This is an optimization exercise on Yosys and OpenROAD, whose aim is small area, not a production implementation. Function was checked by simulation only, so behaviour that the tests miss may differ from the original. Power and IR drop assume default switching activity.

## flow/design.v (module list and top-level ports; edited modules follow where they fit)
// module pdp11: 1002 lines
// module execute: 1027 lines
// module eis_unit: 143 lines
// module add8: 6 lines
// module radd: 18 lines
// module ipl_below: 43 lines
module pdp11(clk, reset, initial_pc, halted, waited, trapped, soft_reset,
	     bus_addr, bus_data_out, bus_data_in,
	     bus_rd, bus_wr, bus_byte_op,
	     bus_arbitrate, bus_ack, bus_error,
	     bus_i_access, bus_d_access, bus_cpu_cm,
	     mmu_fetch_va, mmu_valid_incdec,
	     mmu_trap_odd, mmu_abort, mmu_trap, mmu_wr_inhibit, mmu_incdec,
	     bus_int, bus_int_ipl, bus_int_vector, interrupt_ack_ipl, 
	     pc, psw, psw_io_wr);
  // ...
==> flow/run.sh <==
#!/bin/bash
# synth_recipe.tcl (not shown) runs the flow's synth.tcl, then flattens the netlist and writes it again
# the make line also repeats each setting of config.mk as NAME=value (left out here)
make -C /OpenROAD-flow-scripts/flow DESIGN_CONFIG=/design/flow/config.mk WORK_HOME=/design/flow/orfs CLKGATE_MAP_FILE= SYNTH_SCRIPT=/design/flow/synth_recipe.tcl finish
==> flow/config.mk <==
export PLATFORM = sky130hd
export DESIGN_NAME = pdp11
export DESIGN_NICKNAME = pdp11
export VERILOG_FILES = /design/flow/design.v
export SDC_FILE = /design/flow/constraint.sdc
export NUM_CORES = 4
export LEC_CHECK = 0
export ABC_AREA = 1
export CAP_MARGIN = 35
export CORE_MARGIN = 2
export CORE_UTILIZATION = 40
export CTS_CLUSTER_DIAMETER = 120
export CTS_CLUSTER_SIZE = 20
export SLEW_MARGIN = 35
==> flow/constraint.sdc <==
create_clock -name core_clock -period 14.0 [get_ports {clk}]
set_input_delay 2.8000 -clock core_clock [delete_from_list [all_inputs] [get_ports {clk}]]
set_output_delay 2.8000 -clock core_clock [all_outputs]
set_load 0.01 [all_outputs]
==> qor.yml, run 1 <==
cp_num_cells: 39
route.met2.wl_mm: 98.9
seq_area_frac: 0.236
reg_top3: "r6 x64, exec.eis_box.acc x32"
multi_input_area_share: 0.567
initial_core_util: 0.403
synth_top_area_cell: "edfxtp_1"
wl_mm: 256
grt_max_degree: 118
synthFlopType: "edfxtp_1"
setup.worst_path.start_class: "flop"
post_cts_buffers: 0
drc: 0
num_tap_cells: 1186
ant_nets: 0
seq_cells: 385
ctsRootBufferMaster: "clkbuf_16"
path_delay_family: "adder cells"
synth-simple-area-share: 0.252
yosys_warnings: 4
powerDensity_nw_per_um2: 331
ys_async_sr_fraction: 0
ys_seq_area_frac: 0.265
synth_cell_type_count: 81
status: "timing/DRC/antenna clean"
==> module pdp11, before the edit <==
module pdp11(clk, reset, initial_pc, halted, waited, trapped, soft_reset,
	     bus_addr, bus_data_out, bus_data_in,
	     bus_rd, bus_wr, bus_byte_op,
	     bus_arbitrate, bus_ack, bus_error,
	     bus_i_access, bus_d_access, bus_cpu_cm,
	     mmu_fetch_va, mmu_valid_incdec,
	     mmu_trap_odd, mmu_abort, mmu_trap, mmu_wr_inhibit, mmu_incdec,
	     bus_int, bus_int_ipl, bus_int_vector, interrupt_ack_ipl, 
	     pc, psw, psw_io_wr);
   input clk, reset;
   input [15:0] initial_pc;
   output 	halted;
   output 	waited;
   output 	trapped;
   output 	soft_reset;
   output [15:0] bus_addr;
   reg [15:0] 	 bus_addr;
   input [15:0]  bus_data_in;
   output [15:0] bus_data_out;
   reg [15:0] 	 bus_data_out;
   output 	 bus_rd, bus_wr, bus_byte_op;
   reg 		 bus_rd, bus_wr, bus_byte_op;
   output 	 bus_arbitrate;
   input 	 bus_ack, bus_error;
   input 	 bus_int;
   input [7:0] 	 bus_int_ipl, bus_int_vector;
   output [7:0]  interrupt_ack_ipl;
   reg [7:0] 	 interrupt_ack_ipl;
   output [15:0] psw;
   output [15:0] pc;
   input 	 psw_io_wr;
   output 	 bus_i_access;
   output 	 bus_d_access;
   output [1:0]  bus_cpu_cm;
   output 	 mmu_fetch_va;
   output 	 mmu_valid_incdec;
   output 	 mmu_trap_odd;
   output 	 mmu_wr_inhibit;
   output [15:0] mmu_incdec;
   input 	 mmu_abort;
   input 	 mmu_trap;
   reg 		 interrupt;
   wire [15:0] 	 bus_addr_mux;
   wire [15:0] 	 bus_data_out_mux;
   wire 	 bus_rd_r, bus_wr_r, bus_byte_op_r;
   reg 		halted;
   reg 		waited;
   wire 	trap;
   reg 		trap_bpt;
   reg 		trap_iot;
   reg 		trap_emt;
   reg 		trap_trap;
   reg 		trap_odd;
   reg 		trap_oflo;
   reg 		trap_bus;
   reg 		trap_ill;
   reg 		trap_res;
   reg 		trap_priv;
   reg 		trap_abort;
   reg 		trace_inhibit;
   reg [7:0] 	vector;
   wire 	trace;
   wire 	odd_fetch;
   wire 	odd_pc;
   wire 	waiting;
   wire 	bus_req;
   reg [15:0] 	psw;
   wire 	cc_n, cc_z, cc_v, cc_c;
   wire [2:0] 	ipl;
   reg [15:0] 	r0, r1, r2, r3, r4, r5;
   reg [15:0] 	r6[0:3];
   reg [15:0] 	pc;
   wire [15:0] 	sp;
   wire 	assert_wait;
   wire 	assert_halt;
   wire 	assert_reset;
   wire 	assert_bpt;
   wire 	assert_iot;
   wire 	assert_trap_odd;
   wire 	assert_trap_oflo;
   wire 	assert_trap_ill;
   wire 	assert_trap_res;
   wire 	assert_trap_priv;
   wire 	assert_trap_emt;
   wire 	assert_trap_trap;
   wire 	assert_trap_bus;
   wire 	assert_trap_abort;
   wire 	assert_trace_inhibit;
   wire 	deassert_wait;
   wire [3:0] 	isn_15_12;
   wire [6:0] 	isn_15_9;
   wire [9:0] 	isn_15_6;
   wire [8:0] 	isn_14_6;
   wire [5:0] 	isn_11_6;
   wire [2:0] 	isn_11_9;
   wire [5:0] 	isn_5_0;
   wire 	is_isn_rss;
   wire 	is_isn_rdd;
   wire 	is_isn_rxx;
   wire 	is_isn_r32;
   wire 	is_isn_byte;
   wire 	is_isn_mfpx;
   wire 	is_isn_mtpx;
   wire 	is_isn_mfps;
   wire 	is_illegal;
   wire 	is_reserved;
   wire 	no_operand;
   wire 	store_result;
   wire 	store_result32;
   wire 	store_ss_reg;
   wire 	need_srcspec_dd_word,
		need_srcspec_dd_byte,
		need_srcspec_dd;
   wire 	need_destspec_dd_word,
		need_destspec_dd_byte,
		need_destspec_dd,
		need_pop_reg,
		need_pop_pc_psw,
		need_push_state,
		need_dest_data,
		need_src_data;
   wire 	need_s1,
		need_s2,
		need_s4,
		need_d1,
		need_d2,
		need_d4;
   wire [15:0] 	new_pc;
   wire 	latch_pc;
   wire 	latch_sp;
   wire 	new_cc_n, new_cc_z, new_cc_v, new_cc_c;
   wire 	latch_cc;
   wire [3:0] 	new_psw_cc;
   wire [2:0] 	new_psw_prio;
   wire 	latch_psw_prio;
   wire [15:0] 	new_psw_rti_kernel;
   wire [15:0] 	new_psw_rti_user;
   reg [15:0] 	isn;
   reg [15:0] 	ea;
   wire [15:0] 	dd_ea = ea;
   wire [15:0] 	ss_ea = ea;
   wire [2:0] 	dd_mode, dd_reg;
   wire 	dd_dest_mem,
		dd_dest_reg,
		dd_ea_ind,
		dd_post_incr,
		dd_pre_dec;
   wire [2:0] 	ss_mode, ss_reg;
   wire [15:0] 	ss_reg_value;	 
   wire [15:0] 	ss_rego1_value;	 
   wire [15:0] 	dd_reg_value;	 
   reg [15:0] 	ss_data;	 
   reg [15:0] 	dd_data;	 
   wire [15:0] 	e1_data = dd_data;	 
   wire [15:0] 	e32_data = ss_data;	 
   wire [15:0] 	trap_pc = dd_data;
   wire [15:0] 	trap_psw = ss_data;
   wire 	ss_ea_ind,
		ss_post_incr,
		ss_pre_dec;
   wire [15:0] 	pc_mux;
   wire [15:0] 	sp_mux;
   wire [15:0] 	ss_data_mux;
   wire [15:0] 	dd_data_mux;
   wire [15:0] 	e1_data_mux;
   wire [15:0] 	e1_result;
   wire [15:0] 	e32_result;
   wire 	e1_advance;
   wire 	ok_to_assert_trap;
   wire 	ok_to_reset_trap;
   wire 	ok_to_reset_trace_inhibit;
   parameter 	mode_kernel = 2'b00;
   parameter 	mode_super  = 2'b01;
   parameter 	mode_undef  = 2'b10;
   parameter 	mode_user   = 2'b11;
   wire [1:0] 	current_mode;
   wire [1:0] 	previous_mode;
   parameter
       h1 = 5'b00000,
       f1 = 5'b00001,
       c1 = 5'b00010,
       s1 = 5'b00011,
       s2 = 5'b00100,
       s3 = 5'b00101,
       s4 = 5'b00110,
       d1 = 5'b00111,
       d2 = 5'b01000,
       d3 = 5'b01001,
       d4 = 5'b01010,
       e1 = 5'b01011,
       w1 = 5'b01100,
       o1 = 5'b01101,
       o2 = 5'b01110,
       o3 = 5'b01111,
       p1 = 5'b10001,
       t0 = 5'b10010,
       t1 = 5'b10011,
       t2 = 5'b10100,
       t3 = 5'b10101,
       t4 = 5'b10110,
       i1 = 5'b10111;
   wire [4:0] 	new_istate;
   reg [4:0] 	istate;
   wire        enable_execute;
   assign      enable_execute = istate == e1 &&
				~is_illegal && ~is_reserved &&
				~trap_odd && ~trap_abort 
&& ~trap_bus;
wire        enable_d1;
assign      enable_d1 = istate == d1 && ~trap_abort && ~trap_bus;
wire        enable_s1;
assign      enable_s1 = istate == s1 && ~trap_abort && ~trap_bus;
   execute exec(.clk(clk), .reset(reset),
		 .enable(enable_execute),
		 .pc(pc), .psw(psw),
		 .ss_data(ss_data), .dd_data(dd_data),
		 .cc_n(cc_n), .cc_z(cc_z), .cc_v(cc_v), .cc_c(cc_c),
		 .current_mode(current_mode),
		 .dd_ea(dd_ea),
		 .ss_reg(ss_reg),
		 .ss_reg_value(ss_reg_value),
		 .ss_rego1_value(ss_rego1_value),
		 .isn(isn),  .r5(r5),
		 .assert_halt(assert_halt),
		 .assert_wait(assert_wait),
		 .assert_trap_priv(assert_trap_priv),
		 .assert_trap_emt(assert_trap_emt), 
		 .assert_trap_trap(assert_trap_trap),
		 .assert_bpt(assert_bpt),
		 .assert_iot(assert_iot),
		 .assert_reset(assert_reset),
		 .assert_trace_inhibit(assert_trace_inhibit),
		 .e1_result(e1_result), .e32_result(e32_result),
		 .e1_advance(e1_advance),
		 .new_pc(new_pc), .latch_pc(latch_pc), .latch_sp(latch_sp),
		 .new_cc_n(new_cc_n), .new_cc_z(new_cc_z), 
		 .new_cc_v(new_cc_v), .new_cc_c(new_cc_c),
		 .latch_cc(latch_cc),
		 .latch_psw_prio(latch_psw_prio),
		 .div_keep(div_keep),
		 .new_psw_prio(new_psw_prio));
   wire        ea_s = (istate == s1 || istate == s2);
   wire [2:0]  ea_mode = ea_s ? ss_mode : dd_mode;
   wire [2:0]  ea_reg = ea_s ? ss_reg : dd_reg;
   wire [15:0] ea_rv = reg_b;
   wire        ea_in2 = (istate == s2 || istate == d2);
   wire [15:0] ea_addend = ea_in2 ? bus_data_in :
	       ((is_isn_byte && ea_reg < 6) ? 16'hffff : 16'hfffe);
   wire [15:0] ea_sum;
   wire        ea_co;
   radd #(16) ea_add(.a(ea_rv), .b(ea_addend), .ci(1'b0), .s(ea_sum), .co(ea_co));
   wire        ea_s3 = (istate == s3 || istate == d3);
   wire        ea_bus = ea_s3 || (ea_in2 && (ea_mode == 3 || ea_mode == 5));
   wire        ea_sel_add = ea_in2 ? ea_mode[2:1] == 2'b11 : ea_mode[2:1] == 2'b10;
   wire        ea_pc = ~ea_in2 && ea_mode[2:1] == 2'b11;
   wire        ea_load = istate == c1 || istate == s1 || istate == d1 || ea_s3 ||
	       (ea_in2 && (ea_mode == 3 || ea_mode[2]));
   wire [15:0] ea_mux = ea_bus ? bus_data_in :
	       ea_sel_add ? ea_sum :
	       ea_pc ? pc :
	       ea_rv;
   wire [15:0] trap_vector_mux =
	       ((odd_pc |
		 trap_odd | trap_oflo | trap_bus | trap_res) ? 16'o4 :
		trap_ill ? 16'o10 :
		trap_priv ? 16'o10 :
		(trap_bpt | (trace && ~trap_iot)) ? 16'o14 :
		trap_iot ? 16'o20 :
		trap_emt ? 16'o30 :
		trap_trap ? 16'o34 :
		trap_abort ? 16'o250 :
		interrupt ? { 8'b0, vector } :
		16'd0);
   wire        id_post = ea_s ? ss_post_incr : dd_post_incr;
   wire        id_1 = need_destspec_dd_byte && ea_reg < 6 &&
	       (id_post ? ea_mode == 2 : ea_mode == 4);
   wire [15:0] new_reg_incdec;
   wire        id_co;
   radd #(16) id_add(.a(ea_rv), .b(id_post ? (id_1 ? 16'd1 : 16'd2) :
				 (id_1 ? 16'hffff : 16'hfffe)),
		     .ci(1'b0), .s(new_reg_incdec), .co(id_co));
   wire [15:0] sp_adj;
   wire        sp_co;
   radd #(16) sp_add(.a(sp), .b((istate == o1 || istate == o2 || istate == o3) ?
				16'd2 : 16'hfffe),
		     .ci(1'b0), .s(sp_adj), .co(sp_co));
   wire [15:0] pc_plus2;
   wire        pc_co;
   radd #(15) pc_add(.a(pc[15:1]), .b(15'd1), .ci(1'b0), .s(pc_plus2[15:1]), .co(pc_co));
   assign pc_plus2[0] = pc[0];
   wire [15:0] ss_ea_plus2;
   wire        ss_ea_co;
   radd #(15) ss_ea_add(.a(ss_ea[15:1]), .b(15'd1), .ci(1'b0), .s(ss_ea_plus2[15:1]), .co(ss_ea_co));
   assign ss_ea_plus2[0] = ss_ea[0];
   assign ss_data_mux = (istate == s4) ? bus_data_in : ss_reg_value;
   assign dd_data_mux =
	       (istate == c1 && is_isn_mfps) ? {8'b0, psw[7:0]} :  
	       (istate == c1 && dd_mode == 0 && ~rb_src_c1) ? dd_reg_value :
	       (istate == d4) ? bus_data_in :
	       16'b0;
   assign e1_data_mux =
	       (istate == e1) ? e1_result :
	       (istate == o3) ? bus_data_in :
 	       16'b0;
   wire trap_or_int = trap || interrupt || trace || odd_pc;
   assign pc_mux =
	  (istate == f1 && !trap_or_int                  ) ? pc_plus2 :
	  (istate == s1 && (ss_mode == 6 || ss_mode == 7)) ? pc_plus2 :
	  (istate == d1 && (dd_mode == 6 || dd_mode == 7)) ? pc_plus2 :
	  (istate == e1 && latch_pc                      ) ? new_pc :
	  (istate == o1 || istate == t1                  ) ? bus_data_in :
	  pc;
   assign sp_mux =
		  (istate == e1) ? e1_result :
		  sp_adj;
   wire sp_we = istate == o1 || istate == o2 || istate == o3 ||
		istate == p1 || istate == t3 || istate == t4 ||
		(istate == e1 && latch_sp);
   assign cc_n = psw[3];
   assign cc_z = psw[2];
   assign cc_v = psw[1];
   assign cc_c = psw[0];
   assign ipl  = psw[7:5];
   assign sp = r6[current_mode];
   assign current_mode = psw[15:14];
   assign previous_mode = psw[13:12];
   assign new_psw_cc = {new_cc_n, new_cc_z, new_cc_v, new_cc_c};
   assign new_psw_rti_kernel = { bus_data_in[15:5],
				 bus_data_in[4] | psw[4],
				 bus_data_in[3:0] };
   assign new_psw_rti_user = { 4'b1111, 7'b0,
			       bus_data_in[4] | psw[4],
			       bus_data_in[3:0] };
   wire [15:0] new_psw_wr;
   wire [15:0] new_psw_wr_kernel;
   wire [15:0] new_psw_wr_user;
   assign new_psw_wr = new_psw_wr_kernel;
   assign new_psw_wr_kernel = { bus_data_out_mux[15:5],
				bus_data_in[4] | psw[4],
				bus_data_out_mux[3:0] };
   assign new_psw_wr_user = { psw[15:12] | bus_data_out_mux[15:12],
			      7'b0,
			      bus_data_out_mux[4] | psw[4],
			      bus_data_out_mux[3:0] };
   always @(posedge clk)
     if (reset)
	  psw <= 16'o0340;
     else
       if (~waiting)
       begin
	  case (istate)
	    e1:
	      psw <= { psw[15:8], 
		       latch_psw_prio ? new_psw_prio : psw[7:5],
		       psw[4],
		       latch_cc ? new_psw_cc : psw[3:0]};
	    o2:
	      psw <= current_mode != mode_user ?
		     new_psw_rti_kernel : new_psw_rti_user;
            t2:
	      psw <= { bus_data_in[15:14], psw[15:14], bus_data_in[11:0] };
	    w1:
	      if (psw_io_wr)
		begin
		   if (~bus_byte_op_r)
		     psw <= new_psw_wr;
		   else
		     if (bus_addr_mux[0])
		       psw <= {new_psw_wr[15:8], psw[7:0]};
		     else
		       psw <= {psw[15:8], new_psw_wr[7:0]};
		end
	    default:
	      psw <= psw;
	  endcase
       end
   assign isn_15_12 = isn[15:12];
   assign isn_15_9  = isn[15:9];
   assign isn_15_6  = isn[15:6];
   assign isn_14_6  = isn[14:6];
   assign isn_11_6  = isn[11:6];
   assign isn_11_9  = isn[11:9];
   assign isn_5_0   = isn[5:0];
   assign need_destspec_dd_word =
	(isn_15_6 == 10'o0001) ||				 
	(isn_15_6 == 10'o0003) ||				 
	(isn_15_12 == 0 && (isn_11_6 >= 6'o40 && isn_11_6 <= 6'o63))|| 
	(isn_15_12 == 0 && (isn_11_6 >= 6'o65 && isn_11_6 <= 6'o67))|| 
	(isn_15_12 >= 4'o01 && isn_15_12 <= 4'o06) ||		 
	(isn_15_9 >= 7'o070 && isn_15_9 <= 7'o074) || 		 
	(isn_15_12 == 4'o10 &&
	 (isn_11_6 >= 6'o65 && isn_11_6 <= 6'o66))||		 
	(isn_15_12 == 4'o16);					 
   assign need_destspec_dd_byte =				 
	(isn_15_12 == 4'o10 && (isn_11_6 >= 6'o50 && isn_11_6 <= 6'o64))||
	(isn_15_12 == 4'o10 && (isn_11_6 == 6'o67)) ||		 
	(isn_15_12 >= 4'o11 && isn_15_12 < 4'o16);		 
   assign need_destspec_dd = need_destspec_dd_word | need_destspec_dd_byte;
   assign need_srcspec_dd_word = 
	 (isn_15_12 >= 4'o01 && isn_15_12 <= 4'o06) ||		 
	 (isn_15_12 == 4'o16);					 
   assign need_srcspec_dd_byte = 
	 (isn_15_12 >= 4'o11 && isn_15_12 <= 4'o15);		 
   assign need_srcspec_dd = need_srcspec_dd_word | need_srcspec_dd_byte;
   assign no_operand =
	(isn_15_6 == 10'o0000 && isn_5_0 < 6'o10) ||
	(isn_15_6 == 10'o0002 && (isn_5_0 >= 6'o30 )) ||
	(isn_15_12 == 0 && (isn_11_6 >= 6'o04 && isn_11_6 <= 6'o37)) ||
	(isn_15_9 == 7'o104) ||					 
	0;
   assign is_illegal =
	(isn_15_6 == 10'o0000 && isn_5_0 > 6'o07) ||
	(isn_15_6 == 10'o0000 && isn_5_0 == 6'o07) ||		 
	(isn_15_6 == 10'o0002 && (isn_5_0 >= 6'o10 && isn_5_0 <= 6'o27)) ||
	(isn_15_12 == 4'o07 && (isn_11_9 == 5 || isn_11_9 == 6)) ||
	(isn_15_12 == 4'o17);
   assign is_reserved =
	(isn_15_6 == 10'o0001 && isn[5:3] == 3'b000) ||		 
   	(isn_15_9 == 7'o004 && isn[5:3] == 3'b000);		 
   assign need_pop_reg =					 
			(isn_15_6 == 10'o0002 && (isn_5_0 < 6'o10)) ||
			(isn_15_6 == 10'o0064) ||		 
			(isn_15_6 == 10'o0070) ||		 
			(isn_14_6 == 9'o066);			 
   assign need_pop_pc_psw =					 
	(isn_15_6 == 0 && (isn_5_0 == 6'o02 || isn_5_0 == 6'o06));
   assign need_push_state =
			   (isn_15_9 == 7'o004) ||		 
			   (isn_14_6 == 9'o065);		 
   assign assert_trap_ill = is_illegal;
   assign assert_trap_res = is_reserved;
   assign odd_pc = pc[0];
   assign odd_fetch = (bus_rd_r || bus_wr_r) && bus_addr_mux[0] && ~bus_byte_op_r;
   assign assert_trap_odd = odd_fetch;			 
   reg [1:0] trap_count;
   assign assert_trap_oflo = 				 
	     (((istate == s1 && ss_pre_dec && ss_reg == 6) ||
	       (istate == d1 && dd_pre_dec && dd_reg == 6)) &&
	      new_reg_incdec[15:8] == 8'd0) ||
	     (trap && sp_adj[15:8] == 8'd0) ||
	     ((istate == t3 || istate == t4) && trap_count < 2 && sp_adj[15:8] == 8'd0) ||
	     (interrupt && sp_adj[15:8] == 8'd0);
   always @(posedge clk)
     if (reset)
       trap_count <= 0;
     else
       if (istate == f1 && ~trap)
	 trap_count <= 0;
       else
	 if (istate == t0 && trap)
	   trap_count <= trap_count + 1;
   assign assert_trap_bus = bus_error;
   assign assert_trap_abort = mmu_abort || mmu_trap;
   assign trace = psw[4] && !trace_inhibit;			 
   assign store_result32 =
			  (isn_15_9 == 7'o070) ||		 
			  (isn_15_9 == 7'o071) ||		 
			  (isn_15_9 == 7'o073);			 
   assign store_result =
		!no_operand &&
		!store_result32 &&
		!(isn_15_9 == 7'o004) &&			 
		!(isn_15_9 == 7'o072) &&			 
		!(isn_15_9 == 7'o077) &&			 
		!(isn_15_6 == 10'o0001) &&			 
		!(isn_15_6 == 10'o0057) &&
		!(isn_15_6 == 10'o1057) &&			 
		!(isn_14_6 == 9'o064) &&			 
		!(isn_14_6 == 9'o065) &&			 
		!(isn_15_12 == 4'o02) &&
		!(isn_15_12 == 4'o12) &&			 
		!(isn_15_12 == 4'o03) &&
		!(isn_15_12 == 4'o13) &&			 
		!((isn_15_6 >= 10'o1000) && (isn_15_6 <= 10'o1037)) && 
		!((isn_15_6 >= 10'o0004) && (isn_15_6 <= 10'o0034));   
   assign need_dest_data = 
		   !(isn_15_12 == 4'o01) &&			 
		   !(isn_15_12 == 4'o11) &&			 
		   !(isn_15_9 == 7'o04) &&			 
		   !((isn_15_6 == 10'o0050) ||
		     (isn_15_6 == 10'o1050)) && 		 
		   !(isn_15_6 == 10'o0001);			 
   assign is_isn_byte = isn[15] &&
			!(isn_15_12 == 4'o16) && 		 
			!is_isn_mtpx && 			 
			!is_isn_mfpx;		 		 
   assign is_isn_rdd = 
		       (isn_15_9 == 7'o004) ||			 
		       (isn_15_9 == 7'o074) ||			 
		       (isn_15_9 == 7'o077);			 
   assign is_isn_rss = 
		       (isn_15_9 == 7'o070) ||			 
		       (isn_15_9 == 7'o071) ||			 
		       (isn_15_9 == 7'o072) ||			 
		       (isn_15_9 == 7'o073);			 
   assign is_isn_rxx = is_isn_rdd || is_isn_rss;
   assign is_isn_r32 = (isn_15_9 == 7'o071);			 
   assign is_isn_mfpx = (isn_14_6 == 9'o065);			 
   assign is_isn_mtpx = (isn_14_6 == 9'o066);			 
   assign is_isn_mfps = (isn_15_6 == 10'o1067);			 
   assign need_src_data =
			 !((isn_15_6 == 10'o0050) ||
			   (isn_15_6 == 10'o1050));		 
   assign ss_mode = isn[11:9];
   assign ss_reg = (isn_15_6 == 10'o0064) ? 3'd5 : isn[8:6];
   assign ss_ea_ind = ss_mode == 7;
   assign store_ss_reg = (isn_15_9 == 004 && ss_reg != 7) ||	 
			 (isn_15_9 == 7'o072) ||		 
			 (isn_15_9 == 7'o077) ||		 
			 (isn_15_6 == 10'o0064);		 
   assign ss_post_incr = need_srcspec_dd &&
			 (ss_mode == 2 || ss_mode == 3);
   assign ss_pre_dec = need_srcspec_dd &&
		       (ss_mode == 4 || ss_mode == 5);
   assign dd_mode = isn[5:3];
   assign dd_reg = isn[2:0];
   assign dd_dest_mem = dd_mode != 0;
   assign dd_dest_reg = dd_mode == 0;
   assign dd_ea_ind = dd_mode == 7;
   assign dd_post_incr = need_destspec_dd &&
			 (dd_mode == 2 || dd_mode == 3);
   assign dd_pre_dec = need_destspec_dd &&
		       (dd_mode == 4 || dd_mode == 5);
   wire        is_isn_ashc = isn_15_9 == 7'o073;
   wire        rb_src_c1 = is_isn_rxx && ~is_isn_ashc;
   wire        rb_dd = (istate == c1 && ~rb_src_c1) ||
	       (istate == d1 && ~(is_isn_ashc && dd_mode == 0)) ||
	       istate == d2;
   wire [2:0]  rb_reg = (istate == t0) ? 3'd7 : rb_dd ? dd_reg : ss_reg;
   wire [1:0]  rb_bank = (rb_dd && is_isn_mfpx) ? previous_mode : current_mode;
   wire [15:0] reg_b = rb_reg == 0 ? r0 :
	       rb_reg == 1 ? r1 :
	       rb_reg == 2 ? r2 :
	       rb_reg == 3 ? r3 :
	       rb_reg == 4 ? r4 :
	       rb_reg == 5 ? r5 :
	       rb_reg == 6 ? r6[rb_bank] :
	       pc;
   assign ss_reg_value = reg_b;
   assign ss_rego1_value = (ss_reg == 3'd0 || ss_reg == 3'd1) ? r1 :
			   (ss_reg == 3'd2 || ss_reg == 3'd3) ? r3 :
			   (ss_reg == 3'd4 || ss_reg == 3'd5) ? r5 :
			   pc;
   assign dd_reg_value = reg_b;
   assign need_s1 = need_srcspec_dd;
   assign need_d1 = need_destspec_dd;
   assign need_s2 = need_srcspec_dd && (ss_mode == 3 || ss_mode >= 5);
   assign need_d2 = need_destspec_dd && (dd_mode == 3 || dd_mode >= 5);
   assign need_s4 = need_srcspec_dd && ss_mode != 0 && need_src_data;
   assign need_d4 = need_destspec_dd && dd_mode != 0 && need_dest_data;
   assign bus_rd_r =
		  istate == f1 ||
		  (istate == s2 || istate == s3 || istate == s4) ||
		  (istate == d2 || istate == d3 || istate == d4) ||
		  (istate == o1 || istate == o2 || istate == o3) ||
		  (istate == t1 || istate == t2);
   assign bus_wr_r =
		  (istate == w1 && store_result && dd_dest_mem) ||
		  istate == p1 ||
		  (istate == t3 || istate == t4);
   assign bus_data_out_mux =
		  istate == w1 ? e1_data :
		  istate == p1 ? (is_isn_mfpx ?			 
				  dd_data : ss_reg_value) :
		  istate == t3 ? trap_psw :
   		  istate == t4 ? trap_pc :
		  16'b0;
   assign bus_addr_mux =
		    istate == f1 ? pc :
		    istate == s2 ? ss_ea :
		    istate == s3 ? ss_ea :
		    istate == s4 ? ss_ea :
		    istate == d2 ? dd_ea :
    		    istate == d3 ? dd_ea :
    		    istate == d4 ? dd_ea :
		    istate == w1 ? dd_ea :
		    istate == o1 ? sp :
		    istate == o2 ? sp :
		    istate == o3 ? sp :
		    istate == p1 ? sp_adj :
		    istate == t1 ? ss_ea :
		    istate == t2 ? ss_ea :
		    istate == t3 ? sp_adj :
		    istate == t4 ? sp_adj :
		    16'b0;
   always @(posedge clk)
     if (reset)
       begin
	  bus_rd <= 0;
	  bus_wr <= 0;
	  bus_byte_op <= 0;
       end
     else
       begin
	  if ((bus_rd || bus_wr) && bus_ack)
	    begin
	       bus_rd <= 0;
	       bus_wr <= 0;
	       bus_byte_op <= 0;
	    end
	  else
	    if (bus_rd_r)
	      begin
		 bus_byte_op <= bus_byte_op_r;
		 bus_rd <= bus_rd_r;
	      end
	    else
	      if (bus_wr_r)
		begin
		   bus_byte_op <= bus_byte_op_r;
		   bus_wr <= bus_wr_r;
		end
       end
   wire   bus_addr_valid;
   assign bus_addr_valid = bus_rd_r || bus_wr_r;
   always @(posedge clk)
     if (reset)
       begin
	  bus_addr <= initial_pc;
	  bus_data_out <= 0;
       end
     else
       if (bus_addr_valid)
	 begin
	    bus_addr <= bus_addr_mux;
	    bus_data_out <= bus_data_out_mux;
	 end
   assign bus_byte_op_r = (istate == w1 || istate == s4 || istate == d4) ?
			  is_isn_byte: 1'b0;
   assign bus_i_access = istate == f1 ||
			 (istate == s1 && (ss_mode == 6 || ss_mode == 7)) ||
			 (istate == d1 && (dd_mode == 6 || dd_mode == 7));
   assign bus_d_access = (istate == d1 && (dd_mode != 6 && dd_mode != 7)) ||
			  (istate == w1);
   wire force_previous_mode;
   wire force_kernel_mode;
   assign force_kernel_mode = (istate == t1 || istate == t2);
   assign force_previous_mode =
	(is_isn_mfpx && (istate == d2 || istate == d3 || istate == d4)) ||
	(is_isn_mtpx && (istate == d4 || istate == w1));
   assign bus_cpu_cm = force_kernel_mode ? 2'b0 :
		       force_previous_mode ? previous_mode :
		       current_mode;
   assign mmu_fetch_va = istate == f1 && ~trap && ~waiting;
   assign mmu_trap_odd = assert_trap_odd;
   assign mmu_wr_inhibit = (trap_abort || mmu_abort) && istate == w1;
   reg 	      rf_we;
   reg [2:0]  rf_wi;
   reg [15:0] rf_wd;
   reg 	      rf_w32;
   reg [1:0]  rf_bank;
   always @(*)
     begin
	rf_we = 1'b0;
	rf_wi = ss_reg;
	rf_wd = e1_data;
	rf_w32 = 1'b0;
	rf_bank = current_mode;
	case (istate)
	  s1:
	    begin
	       rf_we = ss_post_incr || ss_pre_dec;
	       rf_wd = new_reg_incdec;
	    end
	  d1:
	    begin
	       rf_we = (dd_post_incr || dd_pre_dec) && enable_d1;
	       rf_wi = dd_reg;
	       rf_wd = new_reg_incdec;
	    end
	  w1:
	    if (store_result && dd_dest_mem)
	      ;
	    else if (store_result && dd_dest_reg)
	      begin
		 rf_we = 1'b1;
		 rf_wi = dd_reg;
		 if (is_isn_mtpx)
		   rf_bank = previous_mode;
	      end
	    else if (store_ss_reg)
	      rf_we = 1'b1;
	    else if (store_result32 && ~div_keep_r)
	      begin
		 rf_we = 1'b1;
		 rf_wi = ss_reg | 3'd1;
		 rf_w32 = ~ss_reg[0];
	      end
	  default:
	    ;
	endcase
     end
   always @(posedge clk)
     if (reset)
       begin
	  r0 <= 0;
	  r1 <= 0;
	  r2 <= 0;
	  r3 <= 0;
	  r4 <= 0;
	  r5 <= 0;
	  r6[0] <= 0;
	  r6[1] <= 0;
	  r6[2] <= 0;
	  r6[3] <= 0;
	  pc <= initial_pc;
       end
     else
       if (~waiting)
	 begin
	    if (istate != w1)
	      pc <= pc_mux;
	    if (sp_we)
	      r6[current_mode] <= sp_mux;
	    if (rf_we)
	      case (rf_wi)
		0: r0 <= rf_wd;
		1: r1 <= rf_wd;
		2: r2 <= rf_wd;
		3: r3 <= rf_wd;
		4: r4 <= rf_wd;
		5: r5 <= rf_wd;
		6: r6[rf_bank] <= rf_wd;
		7: pc <= rf_wd;
	      endcase
	    if (rf_w32)
	      case (ss_reg[2:1])
		0: r0 <= e32_data;
		1: r2 <= e32_data;
		2: r4 <= e32_data;
		3: r6[current_mode] <= e32_data;
	      endcase
	 end
   wire       div_keep;
   reg 	      div_keep_r;
   always @(posedge clk)
     if (istate == e1)
       div_keep_r <= div_keep;
   always @(posedge clk)
     if (~waiting)
       begin
	  if (istate == f1)
	    isn <= bus_data_in;
       end
   assign ok_to_assert_trap =
			     istate == f1 || istate == c1 || istate == e1 ||
			     istate == s4 || istate == d4 || istate == w1 ||
			     istate == t3 || istate == t4 ||
			     istate == s1 || istate == d1;
   assign ok_to_reset_trap = istate == t1;
   assign ok_to_reset_trace_inhibit = istate == f1;
   assign trapped = trap;
   assign trap =
            trap_bpt || trap_iot || trap_emt || trap_trap ||
	    trap_res || trap_ill || trap_odd || trap_oflo ||
	    trap_priv || trap_bus || trap_abort;
   assign soft_reset = (istate == e1 || istate == w1) && assert_reset;
   always @(posedge clk)
     if (reset)
       begin
	  trap_bpt <= 0;
	  trap_iot <= 0;
	  trap_emt <= 0;
	  trap_trap <= 0;
	  trap_res <= 0;
	  trap_ill <= 0;
	  trap_odd <= 0;
	  trap_oflo <= 0;
	  trap_priv <= 0;
	  trap_bus <= 0;
	  trap_abort <= 0;
	  trace_inhibit <= 0;
       end
   else
     begin
	if (ok_to_reset_trap)
	  begin
	     trap_odd <= 0;
	     if (~trap_odd && ~trap_ill && ~trap_res &&
		 ~trap_priv && ~trap_bpt && ~trap_iot &&
		 ~trap_emt && ~trap_trap && ~trap_bus &&
		 ~trap_abort)
	       trap_oflo <= 0;
	     trap_ill <= 0;
	     trap_res <= 0;
	     trap_priv <= 0;
	     trap_bpt <= 0;
	     trap_iot <= 0;
	     trap_emt <= 0;
	     trap_trap <= 0;
	     trap_bus <= 0;
	     trap_abort <= 0;
	  end
	else
	  if (ok_to_assert_trap)
	    begin
	       if (assert_trap_odd)
		    trap_odd <= 1;
	       if (assert_trap_oflo)
		    trap_oflo <= 1;
	       if (assert_trap_bus)
		    trap_bus <= 1;
	       if (assert_trap_abort)
		    trap_abort <= 1;
	       if (istate == c1)
		 begin
		    if (assert_trap_ill)
		      trap_ill <= 1;
		    if (assert_trap_res)
		      trap_res <= 1;
		 end
               if (istate == e1)
		 begin
		    if (assert_trap_priv)
                      trap_priv <= 1;
		    if (assert_bpt)
                      trap_bpt <= 1;
		    if (assert_iot)
                      trap_iot <= 1;
		    if (assert_trap_emt)
                      trap_emt <= 1;
		    if (assert_trap_trap)
                      trap_trap <= 1;
		    if (assert_trace_inhibit)
		      trace_inhibit <= 1;
		 end
	    end  
	if (ok_to_reset_trace_inhibit)
	  trace_inhibit <= 0;
     end
   assign deassert_wait =   istate == i1;
   always @(posedge clk)
     if (reset)
       begin
	  halted <= 0;
	  waited <= 0;
       end
     else
       begin
	  if (istate == e1)
	    begin
	       if (assert_halt)
		 begin
		    halted <= 1;
		 end
	       if (assert_wait)
		 begin
		    waited <= 1;
		 end
	    end  
	  else
	    if (deassert_wait)
	      begin
		 waited <= 0;
	      end
       end
   wire ok_to_assert_int;
   assign ok_to_assert_int = istate == f1 || istate == i1 ||
			     istate == s4 || istate == d4 || istate == w1;
   wire ipl_below;
   wire [7:0] ipl_winner;
   ipl_below ibf(clk, reset, ipl, bus_int_ipl, ipl_below, ipl_winner);
   always @(posedge clk)
     if (reset)
       begin
	  interrupt <= 0;
	  interrupt_ack_ipl <= 0;
       end
     else
       if (ok_to_assert_int)
	 begin
	    if (bus_int & ipl_below && ~interrupt)
	    begin
               interrupt <= 1;
	       interrupt_ack_ipl <= ipl_winner ;
               vector <= bus_int_vector;
            end
	  else
	    begin
	       interrupt_ack_ipl <= 0;
	    end
       end
     else
       if (istate == t4)
	 begin
	    interrupt <= 0;
	    interrupt_ack_ipl <= 0;
	 end
   wire do_push_state;
   assign do_push_state = need_push_state && !(assert_trap_bus || trap_bus);
   assign new_istate =
		      istate == f1 ? ((trap||interrupt||trace||odd_pc) ? t0 :
        			      c1) :
		       istate == c1 ? ((is_illegal || is_reserved) ? f1 :
        			       no_operand ? e1 :
        			       need_s1 ? s1 :
        			       need_d1 ? d1 :
				       e1):
		       istate == s1 ? (need_s2 ? s2 :
				       need_s4 ? s4 :
				       d1) :
		       istate == s2 ? (ss_ea_ind ? s3 :
        			       need_s4 ? s4 :
				       d1) :
		       istate == s3 ? s4 :
		       istate == s4 ? d1 :
		       istate == d1 ? (need_d2 ? d2 : 
        			       need_d4 ? d4 :
        			       do_push_state ? p1 :
        			       e1) :
		       istate == d2 ? (dd_ea_ind ? d3 :
        			       need_d4 ? d4 :
        			       do_push_state ? p1 :
        			       e1) :
		       istate == d3 ? (need_d4 ? d4 :
        			       do_push_state ? p1 :
        			       e1) :
		       istate == d4 ? (do_push_state ? p1 :
        			       e1) :
		       istate == e1 ? (~e1_advance ? e1 :
				       need_pop_reg ? o3 :
				       need_pop_pc_psw ? o1 :
        			       w1) :
		       istate == w1 ? (halted ? h1 :
				       waited ? i1 :
				       f1) :
		       istate == o1 ? o2 :
		       istate == o2 ? f1 :
		       istate == o3 ? w1 :
		       istate == p1 ? e1 :
		       istate == t0 ? t1 :		       
		       istate == t1 ? t2 :
		       istate == t2 ? t3 :
		       istate == t3 ? t4 :
		       istate == t4 ? f1 :
		       istate == i1 ? (interrupt ? f1 : i1) :
		       istate == h1 ? h1 :
		       istate;
   assign bus_req = bus_rd_r || bus_wr_r;
   assign waiting = bus_req && !bus_ack;
   assign bus_arbitrate = istate == f1;
   always @(posedge clk)
     if (reset)
       istate <= f1;
     else
       istate <= waiting ? istate : new_istate;
   always @(posedge clk)
     if (~waiting)
       begin
	  if (ea_load)
	    ea <= ea_mux;
	  else if (istate == t0)
	    ea <= trap_vector_mux;
	  else if (istate == t1)
	    ea <= ss_ea_plus2;
	  if (istate == c1 || istate == s4)
	    ss_data <= ss_data_mux;
	  else if (istate == s1 && ss_mode == 0)
	    ss_data <= reg_b;
	  else if (istate == e1 && e1_advance)
	    ss_data <= e32_result;
	  else if (istate == t0)
	    ss_data <= psw;
	  if (istate == c1 || istate == d4)
	    dd_data <= dd_data_mux;
	  else if (istate == d1 && rb_src_c1 && dd_mode == 0)
	    dd_data <= reg_b;
	  else if ((istate == e1 && e1_advance) || istate == o3)
	    dd_data <= e1_data_mux;
	  else if (istate == t0)
	    dd_data <= reg_b;	 
       end
   reg [15:0] reg_incdec;
   reg 	      reg_valid_incdec;
   wire [4:0] ss_reg_delta, dd_reg_delta;
   wire ss_reg_delta_1, dd_reg_delta_1;
   assign dd_reg_delta_1 = (need_destspec_dd_byte && dd_reg < 6 && dd_mode == 2);
   assign ss_reg_delta_1 = (is_isn_byte  && ss_reg < 6 && ss_mode == 2);
   assign dd_reg_delta = dd_post_incr ?
			 (dd_reg_delta_1 ? 5'b00001 : 5'b00010) :
			 (dd_reg_delta_1 ? 5'b11111 : 5'b11110);   
   assign ss_reg_delta = ss_post_incr ?
			 (ss_reg_delta_1 ? 5'b00001 : 5'b00010) :
			 (ss_reg_delta_1 ? 5'b11111 : 5'b11110);   
   assign mmu_incdec = reg_incdec;
   assign mmu_valid_incdec = reg_valid_incdec;
   always @(posedge clk)
     if (reset)
       reg_valid_incdec <= 0;
     else
       reg_valid_incdec <= (istate == s1) || (istate == d1);
   always @(posedge clk)
     if (reset)
       reg_incdec <= 0;
     else
       begin
	  if ((ss_post_incr || ss_pre_dec) && istate == s1)
	    reg_incdec <= { reg_incdec[15:8], ss_reg_delta, ss_reg };
	  if ((dd_post_incr || dd_pre_dec) && istate == d1)
	    reg_incdec <= { dd_reg_delta, dd_reg, reg_incdec[7:0] };
       end
endmodule
==> module eis_unit, before the edit <==
module eis_unit(clk, reset, op_div, op_shift, ready, done,
		multiplier, operand, dividend, shift,
		product, mul_n, mul_z, mul_c,
		quotient, remainder, div_overflow,
		shift_result, last_bit, sign_change16, sign_change32);
   input         clk;
   input 	 reset;
   input 	 op_div;		 
   input 	 op_shift;
   input 	 ready;
   output 	 done;
   input [15:0]  multiplier;		 
   input [15:0]  operand;		 
   input [31:0]  dividend;
   input [5:0] 	 shift;
   output [31:0] product;
   output 	 mul_n, mul_z, mul_c;
   output [15:0] quotient, remainder;
   output 	 div_overflow;
   output [31:0] shift_result;
   output 	 last_bit, sign_change16, sign_change32;
   reg [31:0] 	 acc;
   reg [5:0] 	 cnt;
   reg 		 last_bit, sign_change16, sign_change32;
   reg [1:0] 	 state;
   wire [1:0] 	 next_state;
   parameter 	 idle = 2'd0;
   parameter 	 running = 2'd1;
   parameter 	 last = 2'd2;
   assign 	 done = state == last;
   wire 	 up = ~shift[5];
   wire 	 div_op = op_div & ~op_shift;
   wire 	 final_bit = (op_shift & ~up) ? (cnt == 6'd63) : (cnt == 6'd1);
   always @(posedge clk)
     if (reset)
       state <= idle;
     else
       state <= next_state;
   assign next_state = (state == idle && ready) ?
		       ((op_shift && shift == 6'd0) ? last : running) :
		       (state == running) ? (final_bit ? last : running) :
		       (state == last) ? (ready ? last : idle) : idle;
   wire        mul_bit = acc[0] ^ (multiplier[15] & last_bit);
   wire [16:0] mul_sum;
   wire [15:0] diff;
   wire        diff_co;
   wire [4:0]  idx = cnt[4:0] - 5'd1;
   reg 	       lower_nz;
   integer     k;
   always @(*)
     begin
	lower_nz = 1'b0;
	for (k = 0; k < 31; k = k + 1)
	  if (k < idx)
	    lower_nz = lower_nz | dividend[k];
     end
   wire        dividend_bit = dividend[idx] ^ (dividend[31] & lower_nz);
   wire [15:0] trial = {acc[30:16], dividend_bit};
   wire        add_op = div_op | (~op_shift & mul_bit);
   wire [15:0] op_x = operand ^ {16{div_op ^ operand[15]}};
   wire [15:0] add_s;
   wire        add_co;
   radd #(16) eis_add(.a(div_op ? trial : acc[31:16]),
		      .b(add_op ? op_x : 16'd0),
		      .ci(add_op & (div_op ^ operand[15])),
		      .s(add_s), .co(add_co));
   assign mul_sum = {add_co, add_s};
   assign diff = add_s;
   assign diff_co = add_co;
   wire        fits = diff_co;
   always @(posedge clk)
     if (state == idle)
       begin
	  sign_change16 <= 1'b0;
	  sign_change32 <= 1'b0;
	  last_bit <= div_op & dividend[31];
	  acc <= {(op_shift & op_div) ? dividend[31:16] :
		  (op_shift & multiplier[15]) ? 16'hffff : 16'd0,
		  (op_shift & op_div) ? dividend[15:0] :
		  div_op ? 16'd0 : multiplier};
	  cnt <= op_shift ? shift : div_op ? 6'd32 : 6'd16;
       end
     else
       if (state == running)
	 begin
	    if ((op_shift & ~up) | (~op_shift & ~div_op & ~cnt[4]))
	      acc <= {op_shift ? acc[31] : mul_sum[16], mul_sum[15:0], acc[15:1]};
	    if ((op_shift & up) | div_op)
	      acc <= {div_op ? (acc[31] | acc[15]) : acc[30],
		      div_op ? (fits ? diff[14:0] : trial[14:0]) : acc[29:15],
		      acc[14:0], div_op & fits};
	    cnt <= cnt + ((op_shift & ~up) ? 6'd1 : 6'h3f);
	    if (op_shift)
	      begin
		 last_bit <= up ? acc[31] : acc[0];
		 if (up & (acc[15] ^ acc[14]))
		   sign_change16 <= 1'b1;
		 if (up & (acc[31] ^ acc[30]))
		   sign_change32 <= 1'b1;
	      end
	    else if (~div_op & ~cnt[4])
	      last_bit <= last_bit | acc[0];
	 end
   assign shift_result = acc;
   reg 	       below, gt16;
   integer     b;
   always @(*)
     begin
	below = 1'b0;
	gt16 = 1'b0;
	for (b = 1; b < 32; b = b + 1)
	  begin
	     if (b > cnt[4:0] && b < cnt[4:0] + 16)
	       below = below | acc[b];
	     if (b > cnt[4:0] + 16)
	       gt16 = gt16 | acc[b];
	  end
     end
   wire        mul_neg = multiplier[15] ^ operand[15];
   wire        at15 = ~cnt[4] & acc[{1'b1, cnt[3:0]}];
   wire        ge = at15 | gt16;
   wire        gt = gt16 | (at15 & below);
   assign mul_z = ~(ge | below);
   assign mul_n = mul_neg & (ge | below);
   assign mul_c = mul_neg ? gt : ge;
   wire        div_neg = operand[15] ^ last_bit;
   wire [15:0] lo_in = op_div ? {1'b0, acc[30:16]} : acc[16:1];
   wire        lo_neg = op_div ? last_bit : mul_neg;
   wire [16:0] lo_out;
   radd #(16) lo_add(.a(lo_in ^ {16{lo_neg}}), .b(16'd0), .ci(lo_neg),
		     .s(lo_out[15:0]), .co(lo_out[16]));
   wire [15:0] hi_in = op_div ? acc[15:0] : {1'b0, acc[31:17]};
   wire        hi_neg = op_div ? div_neg : mul_neg;
   wire [15:0] hi_out;
   wire        hi_co;
   radd #(16) hi_add(.a(hi_in ^ {16{hi_neg}}), .b(16'd0),
		     .ci(op_div ? div_neg : (mul_neg & lo_in == 16'd0)),
		     .s(hi_out), .co(hi_co));
   assign product = {hi_out, lo_out[15:0]};
   assign quotient = hi_out;
   assign remainder = lo_out[15:0];
   assign div_overflow = acc[31] || (acc[15] && acc[14:0] != 15'd0);
endmodule
==> inputs of run 2 (changes only) <==
--- a/flow/design.v
+++ b/flow/design.v
@@ -205,16 +205,21 @@
    assign      enable_execute = istate == e1 &&
 				~is_illegal && ~is_reserved &&
 				~trap_odd && ~trap_abort 
 && ~trap_bus;
 wire        enable_d1;
 assign      enable_d1 = istate == d1 && ~trap_abort && ~trap_bus;
 wire        enable_s1;
 assign      enable_s1 = istate == s1 && ~trap_abort && ~trap_bus;
+   wire        eis_acc_we;
+   wire [31:0] eis_acc_d;
+   wire        eis_load = ~waiting && istate != e1 && new_istate == e1 &&
+	       isn_15_12 == 4'o07 && ~isn[11];
+   wire        div_keep;
    execute exec(.clk(clk), .reset(reset),
 		 .enable(enable_execute),
 		 .pc(pc), .psw(psw),
 		 .ss_data(ss_data), .dd_data(dd_data),
 		 .cc_n(cc_n), .cc_z(cc_z), .cc_v(cc_v), .cc_c(cc_c),
 		 .current_mode(current_mode),
 		 .dd_ea(dd_ea),
 		 .ss_reg(ss_reg),
@@ -233,16 +238,18 @@
 		 .e1_result(e1_result), .e32_result(e32_result),
 		 .e1_advance(e1_advance),
 		 .new_pc(new_pc), .latch_pc(latch_pc), .latch_sp(latch_sp),
 		 .new_cc_n(new_cc_n), .new_cc_z(new_cc_z), 
 		 .new_cc_v(new_cc_v), .new_cc_c(new_cc_c),
 		 .latch_cc(latch_cc),
 		 .latch_psw_prio(latch_psw_prio),
 		 .div_keep(div_keep),
+		 .eis_load(eis_load), .eis_acc({ss_data, ea}),
+		 .eis_acc_we(eis_acc_we), .eis_acc_d(eis_acc_d),
 		 .new_psw_prio(new_psw_prio));
    wire        ea_s = (istate == s1 || istate == s2);
    wire [2:0]  ea_mode = ea_s ? ss_mode : dd_mode;
    wire [2:0]  ea_reg = ea_s ? ss_reg : dd_reg;
    wire [15:0] ea_rv = reg_b;
    wire        ea_in2 = (istate == s2 || istate == d2);
    wire [15:0] ea_addend = ea_in2 ? bus_data_in :
 	       ((is_isn_byte && ea_reg < 6) ? 16'hffff : 16'hfffe);
@@ -726,17 +733,16 @@
 	    if (rf_w32)
 	      case (ss_reg[2:1])
 		0: r0 <= e32_data;
 		1: r2 <= e32_data;
 		2: r4 <= e32_data;
 		3: r6[current_mode] <= e32_data;
 	      endcase
 	 end
-   wire       div_keep;
    reg 	      div_keep_r;
    always @(posedge clk)
      if (istate == e1)
        div_keep_r <= div_keep;
    always @(posedge clk)
      if (~waiting)
        begin
 	  if (istate == f1)
@@ -942,23 +948,27 @@
    always @(posedge clk)
      if (reset)
        istate <= f1;
      else
        istate <= waiting ? istate : new_istate;
    always @(posedge clk)
      if (~waiting)
        begin
-	  if (ea_load)
+	  if (eis_acc_we)
+	    ea <= eis_acc_d[15:0];
+	  else if (ea_load)
 	    ea <= ea_mux;
 	  else if (istate == t0)
 	    ea <= trap_vector_mux;
 	  else if (istate == t1)
 	    ea <= ss_ea_plus2;
-	  if (istate == c1 || istate == s4)
+	  if (eis_acc_we)
+	    ss_data <= eis_acc_d[31:16];
+	  else if (istate == c1 || istate == s4)
 	    ss_data <= ss_data_mux;
 	  else if (istate == s1 && ss_mode == 0)
 	    ss_data <= reg_b;
 	  else if (istate == e1 && e1_advance)
 	    ss_data <= e32_result;
 	  else if (istate == t0)
 	    ss_data <= psw;
 	  if (istate == c1 || istate == d4)
@@ -1008,20 +1018,25 @@
 	       dd_ea, ss_reg, ss_reg_value, ss_rego1_value,
 	       isn, r5,
 	       assert_halt, assert_wait, assert_trap_priv, assert_trap_emt, 
 	       assert_trap_trap, assert_bpt, assert_iot, assert_reset,
 	       assert_trace_inhibit,
 	       e1_result, e32_result, e1_advance,
 	       new_pc, latch_pc, latch_sp,
 	       new_cc_n, new_cc_z, new_cc_v, new_cc_c,
-	       latch_cc, latch_psw_prio, new_psw_prio, div_keep);
+	       latch_cc, latch_psw_prio, new_psw_prio, div_keep,
+	       eis_load, eis_acc, eis_acc_we, eis_acc_d);
    input clk;
    input reset;
    output div_keep;		 
+   input  eis_load;
+   input [31:0] eis_acc;
+   output 	eis_acc_we;
+   output [31:0] eis_acc_d;
    reg 	  div_keep;
    input enable;
    input [15:0] pc, psw;
    input [15:0] ss_data, dd_data;
    input 	cc_n, cc_z, cc_v, cc_c;
    input [1:0] 	current_mode;
    input [15:0] dd_ea;
    input [15:0] isn;
@@ -1137,16 +1152,18 @@
    wire   is_isn_muldiv;
    wire [31:0] shift_in;
    wire shift_sign_change16, shift_sign_change32;
    wire eis_done;
    eis_unit eis_box(.clk(clk), .reset(reset),
 		    .op_div(isn[9]), .op_shift(isn[10]),
 		    .ready(mul_ready | div_ready | shift_ready),
 		    .done(eis_done),
+		    .load(eis_load),
+		    .acc(eis_acc), .acc_we(eis_acc_we), .acc_d(eis_acc_d),
 		    .multiplier(ss_data),
 		    .operand(dd_data),
 		    .dividend({ss_reg_value, ss_rego1_value}),
 		    .shift(shift),
 		    .product(mul_result),
 		    .mul_n(mul_flag_n), .mul_z(mul_flag_z), .mul_c(mul_flag_c),
 		    .quotient(div_result),
 		    .remainder(div_remainder),
@@ -1724,17 +1741,17 @@
 		     end
 		   6:					     
 		     begin
 		     end
 		   7:					     
 		     begin
 			e1_result = alu_sum;
 			new_pc = new_pc_sob;
-			latch_pc = ~e1_result_zero;
+			latch_pc = ss_data != 16'd1;	 
 		     end
 		 endcase  
 	       4'o10:
 		 begin
 		    if (0) $display("e: 010 isn[11:6] %o", isn[11:6]);
 		 case (isn[11:6])
 		   6'o00, 6'o01:				 
 		     begin
@@ -2022,40 +2039,45 @@
 		 end  
 	       4'o17:
 		 begin
 		 end
 	     endcase  
 	  end  
      end  
 endmodule  
-module eis_unit(clk, reset, op_div, op_shift, ready, done,
+module eis_unit(clk, reset, op_div, op_shift, ready, done, load,
+		acc, acc_we, acc_d,
 		multiplier, operand, dividend, shift,
 		product, mul_n, mul_z, mul_c,
 		quotient, remainder, div_overflow,
 		shift_result, last_bit, sign_change16, sign_change32);
    input         clk;
    input 	 reset;
    input 	 op_div;		 
    input 	 op_shift;
    input 	 ready;
    output 	 done;
+   input 	 load;			 
+   input [31:0]  acc;
+   output 	 acc_we;
+   output [31:0] acc_d;
    input [15:0]  multiplier;		 
    input [15:0]  operand;		 
    input [31:0]  dividend;
    input [5:0] 	 shift;
    output [31:0] product;
    output 	 mul_n, mul_z, mul_c;
    output [15:0] quotient, remainder;
    output 	 div_overflow;
    output [31:0] shift_result;
    output 	 last_bit, sign_change16, sign_change32;
-   reg [31:0] 	 acc;
    reg [5:0] 	 cnt;
    reg 		 last_bit, sign_change16, sign_change32;
+   reg 		 msign;			 
    reg [1:0] 	 state;
    wire [1:0] 	 next_state;
    parameter 	 idle = 2'd0;
    parameter 	 running = 2'd1;
    parameter 	 last = 2'd2;
    assign 	 done = state == last;
    wire 	 up = ~shift[5];
    wire 	 div_op = op_div & ~op_shift;
@@ -2064,17 +2086,17 @@
      if (reset)
        state <= idle;
      else
        state <= next_state;
    assign next_state = (state == idle && ready) ?
 		       ((op_shift && shift == 6'd0) ? last : running) :
 		       (state == running) ? (final_bit ? last : running) :
 		       (state == last) ? (ready ? last : idle) : idle;
-   wire        mul_bit = acc[0] ^ (multiplier[15] & last_bit);
+   wire        mul_bit = acc[0] ^ (msign & last_bit);
    wire [16:0] mul_sum;
    wire [15:0] diff;
    wire        diff_co;
    wire [4:0]  idx = cnt[4:0] - 5'd1;
    reg 	       lower_nz;
    integer     k;
    always @(*)
      begin
@@ -2098,59 +2120,66 @@
    assign diff_co = add_co;
    wire        fits = diff_co;
    always @(posedge clk)
      if (state == idle)
        begin
 	  sign_change16 <= 1'b0;
 	  sign_change32 <= 1'b0;
 	  last_bit <= div_op & dividend[31];
-	  acc <= {(op_shift & op_div) ? dividend[31:16] :
-		  (op_shift & multiplier[15]) ? 16'hffff : 16'd0,
-		  (op_shift & op_div) ? dividend[15:0] :
-		  div_op ? 16'd0 : multiplier};
 	  cnt <= op_shift ? shift : div_op ? 6'd32 : 6'd16;
        end
      else
        if (state == running)
 	 begin
-	    if ((op_shift & ~up) | (~op_shift & ~div_op & ~cnt[4]))
-	      acc <= {op_shift ? acc[31] : mul_sum[16], mul_sum[15:0], acc[15:1]};
-	    if ((op_shift & up) | div_op)
-	      acc <= {div_op ? (acc[31] | acc[15]) : acc[30],
-		      div_op ? (fits ? diff[14:0] : trial[14:0]) : acc[29:15],
-		      acc[14:0], div_op & fits};
 	    cnt <= cnt + ((op_shift & ~up) ? 6'd1 : 6'h3f);
 	    if (op_shift)
 	      begin
 		 last_bit <= up ? acc[31] : acc[0];
 		 if (up & (acc[15] ^ acc[14]))
 		   sign_change16 <= 1'b1;
 		 if (up & (acc[31] ^ acc[30]))
 		   sign_change32 <= 1'b1;
 	      end
 	    else if (~div_op & ~cnt[4])
 	      last_bit <= last_bit | acc[0];
 	 end
+   always @(posedge clk)
+     if (load)
+       msign <= multiplier[15];
+   wire        run = state == running;
+   wire        acc_right = run & ((op_shift & ~up) | (~op_shift & ~div_op & ~cnt[4]));
+   wire        acc_left = run & ((op_shift & up) | div_op);
+   assign acc_we = load | acc_right | acc_left;
+   assign acc_d = load ?
+		  {(op_shift & op_div) ? dividend[31:16] :
+		   (op_shift & multiplier[15]) ? 16'hffff : 16'd0,
+		   (op_shift & op_div) ? dividend[15:0] :
+		   div_op ? 16'd0 : multiplier} :
+		  acc_right ?
+		  {op_shift ? acc[31] : mul_sum[16], mul_sum[15:0], acc[15:1]} :
+		  {div_op ? (acc[31] | acc[15]) : acc[30],
+		   div_op ? (fits ? diff[14:0] : trial[14:0]) : acc[29:15],
+		   acc[14:0], div_op & fits};
    assign shift_result = acc;
    reg 	       below, gt16;
    integer     b;
    always @(*)
      begin
 	below = 1'b0;
 	gt16 = 1'b0;
 	for (b = 1; b < 32; b = b + 1)
 	  begin
 	     if (b > cnt[4:0] && b < cnt[4:0] + 16)
 	       below = below | acc[b];
 	     if (b > cnt[4:0] + 16)
 	       gt16 = gt16 | acc[b];
 	  end
      end
-   wire        mul_neg = multiplier[15] ^ operand[15];
+   wire        mul_neg = msign ^ operand[15];
    wire        at15 = ~cnt[4] & acc[{1'b1, cnt[3:0]}];
    wire        ge = at15 | gt16;
    wire        gt = gt16 | (at15 & below);
    assign mul_z = ~(ge | below);
    assign mul_n = mul_neg & (ge | below);
    assign mul_c = mul_neg ? gt : ge;
    wire        div_neg = operand[15] ^ last_bit;
    wire [15:0] lo_in = op_div ? {1'b0, acc[30:16]} : acc[16:1];
==> qor.yml, run 2 <==
fp.dieW_um: 304
powerDensity_nw_per_um2: 325  # -1.7%
worstPathRequired_ps: 14410
vias: 47800
hp-class: "flop to flop"
cts_buffers: 26
synthFlopType: "edfxtp_1"
dp_slack_ps: 1240
path_delay_family: "adder cells"
synth.area.top_cells: "edfxtp_1 (15%), nand2_1 (11%), dfxtp_1 (9.9%)"
relSlewSlack: 0.256
ctsHoldBuffers: 0
finalHoldViolations: 0
initial_core_util: 0.405  # +0.00212
regMostFlops: "r6"
area_growth_pct: 12.5
drt_iter0_drc: 8810
synth_cell_type_count: 73  # -9.9%
cp_max_fo: 28
cts_resized: 0
finalSetupTns_ps: 0
synth_top_area_share: 0.148
slowest_stage: "nor2_1"
worst_slack_ps: 884
viasPerCell: 6.98
worst-path-buf-inv: 8
yosys_warnings: 4  # unchanged
antenna_found_initial: 41
clk_path_buf_depth: 3
synthMostInstantiatedCell: "nand2_1"
peakVddDrop_v: 0.000178
num_rows: 109
post_cts_buffers: 0  # unchanged
avgSynthCellArea_um2: 6.49
synth.top_cells.by_count: "nand2_1 (1060), o21ai_0 (706), inv_1 (607)"
globalplace.congestion: 1.17
place.port_buffers: 156
min_period_over_period: 0.937
p_leak_nw: 16.3
final_layout_size_suffix_gt1_frac: 0.0730
largest_reg_flops: 64
netlist_instances: 5539
coreArea_um2: 88600
period_needed_ps: 13120
fin_area_um2: 40400
synth_edf_count: 177
ys_async_sr_fraction: 0  # unchanged
final_common_cell: "nand2_1"
setup_violations: 0
grt_overflow: 0
final_cell_mix: "nand2_1 (1059), o21ai_0 (692), inv_1 (603)"
setup.worst_path.start_class: "flop"
cts_tree: "yes"
drc: 0  # unchanged
grt_max_degree: 84  # -29%
htree_levels: 1
ys_ff_latch: 354
status: "timing/DRC/antenna clean"
ant_nets: 0  # unchanged
grt_pass1_wl_mm: 343
dr.pass1.iters: 12
fmax_mhz: 76.2
ctsRootBufferMaster: "clkbuf_16"
slowest_delay_ps: 530
hpwl_mm: 194
clkTransAtPathRegs_ps: 100
grt_pass1_vias: 41700
cpMostUsedCell: "nand2_1"
slew_viol_final: 0
grt_usage: 0.530
wl_per_cell_um: 37.5
synth_top_area_cell: "edfxtp_1"
final_core_utilization: 0.456
netlist_area_um2: 35900
wl_mm: 257  # +0.15%
cts.sinks: 354
clock_skew_ps: 57.3
clkLatencyLatePin_ps: 680
cap_violations: 0
crit_type: "flop to flop"
tightest_slew_ps: 1100
postPlaceCellArea_um2: 39500
ys_seq_area_frac: 0.246  # -0.0187
cp.arrival_ps: 13530
holdWs_ps: 470
rsz0062_at_grt: "false"
nets: 5858
floorplan.die_area_um2: 92300
cp-end-kind: "flop"
die_h_um: 304
io_pins: 160
## run 2: cell count changes after synthesis, sizes merged, moves of 14 or more
cell / previous run / this run
o21ai: 636 / 732
o211ai: 192 / 170
o22ai: 142 / 156
nand2: 1130 / 1089
a21oi: 441 / 474
clkbuf: 260 / 276
xor2: 53 / 34
nand3: 265 / 251
o221ai: 40 / 67
or2: 22 / 5
buf: 79 / 61
o31ai: 24 / 9
edfxtp: 208 / 177
inv: 567 / 641
## run 2: final timing paths
| check | startpoint | to | cells after the start | slack, ps |
|---|---|---|---|---|
| hold / removal | r3[4]$_SDFFE_PP0P_ | r3[4]$_SDFFE_PP0P_ | 2 | 470 |
| setup / recovery | isn[6]$_DFFE_PP_ | ss_data[10]$_DFFE_PP_ | 58 | 880 |
| hold reg to reg | r3[4]$_SDFFE_PP0P_ | r3[4]$_SDFFE_PP0P_ | 2 | 470 |
| setup reg to reg | isn[6]$_DFFE_PP_ | ss_data[10]$_DFFE_PP_ | 58 | 880 |
## run 2: area by class of cell
| cell class | count | area [um2] |
|---|---|---|
| flip-flops and latches | 354 | 8860 |
| fillers | 9644 | 48200 |
| clock buffers | 35 | 684 |
| well taps | 1165 | 1460 |
| clock inverters | 11 | 156 |
| inverters | 672 | 2530 |
| diodes | 36 | 90.1 |
| multi-input cells | 4177 | 23200 |
| repair buffers | 398 | 3430 |
## run 2: tightest hold or removal path, cell delays in order, from the launching register on
cell,delay (ps)
dfxtp_1,330
inv_1,50
a21oi_1,50
## run 2: logic make-up after synthesis
logic type | Yosys count | share of synthesized area
AOI/OAI and AO/OA | 1856 | 0.305
xor gates and xnor gates | 65 | 0.0158
adders and majority gates | 173 | 0.0784
buffers and inverters | 1009 | 0.109
DFF | 354 | 0.246
muxes | 2 | 0.000592
other | 1 | 0.000104
and+or+nand+nor | 2079 | 0.244
## run 2: per-stage QoR
step | std cells | power, W
CTS | 6809 | 0.0122
finish | 6848 | 0.0131
detailed placement | 6763 | 0.0113
floorplan | 5540 | 0.00673
global route | 6820 | 0.0133
global placement | 6762 | 0.0113
## run 2: where the power goes
part           total [W]  switching, W  internal, W
clock network   0.000867      0.000501     0.000366
registers        0.00170      0.000310      0.00139
logic             0.0106       0.00777      0.00281
total             0.0131       0.00858      0.00456
## run 2: per-layer routing
metal,track usage,routed length [um]
met1,0.654,90700
met2,0.702,96000
met3,0.255,44600
met4,0.403,25200
met5,0.0207,131

port drivers added, routing unchanged:
No port has a modelled driver above. Below, the same layouts with a new extraction and two added sets of constraints. Step 1, drivers: a clkbuf_16 drives clk and a buf_2 each remaining input, both assumed. Step 2 times the ports against the registers' clock, not the clock port: input delays grow and output delays shrink by t, the midpoint of the rising clock arrivals with the driver on. Slacks: no drivers / after step 1 / after step 2; pairs: no drivers / after step 1.
run | t, ns | slack for setup (ns) | worst setup path after step 2 | clock arrival spread, ns | worst register clock-pin slew, ns
run 1 | 0.741 | 0.953 / 0.953 / 0.953 | register to register | 0.028 / 0.028 | 0.10 / 0.10
run 2 | 0.719 | 0.884 / 0.884 / 0.884 | register to register | 0.058 / 0.058 | 0.11 / 0.11
After both steps every run listed still meets setup and hold.
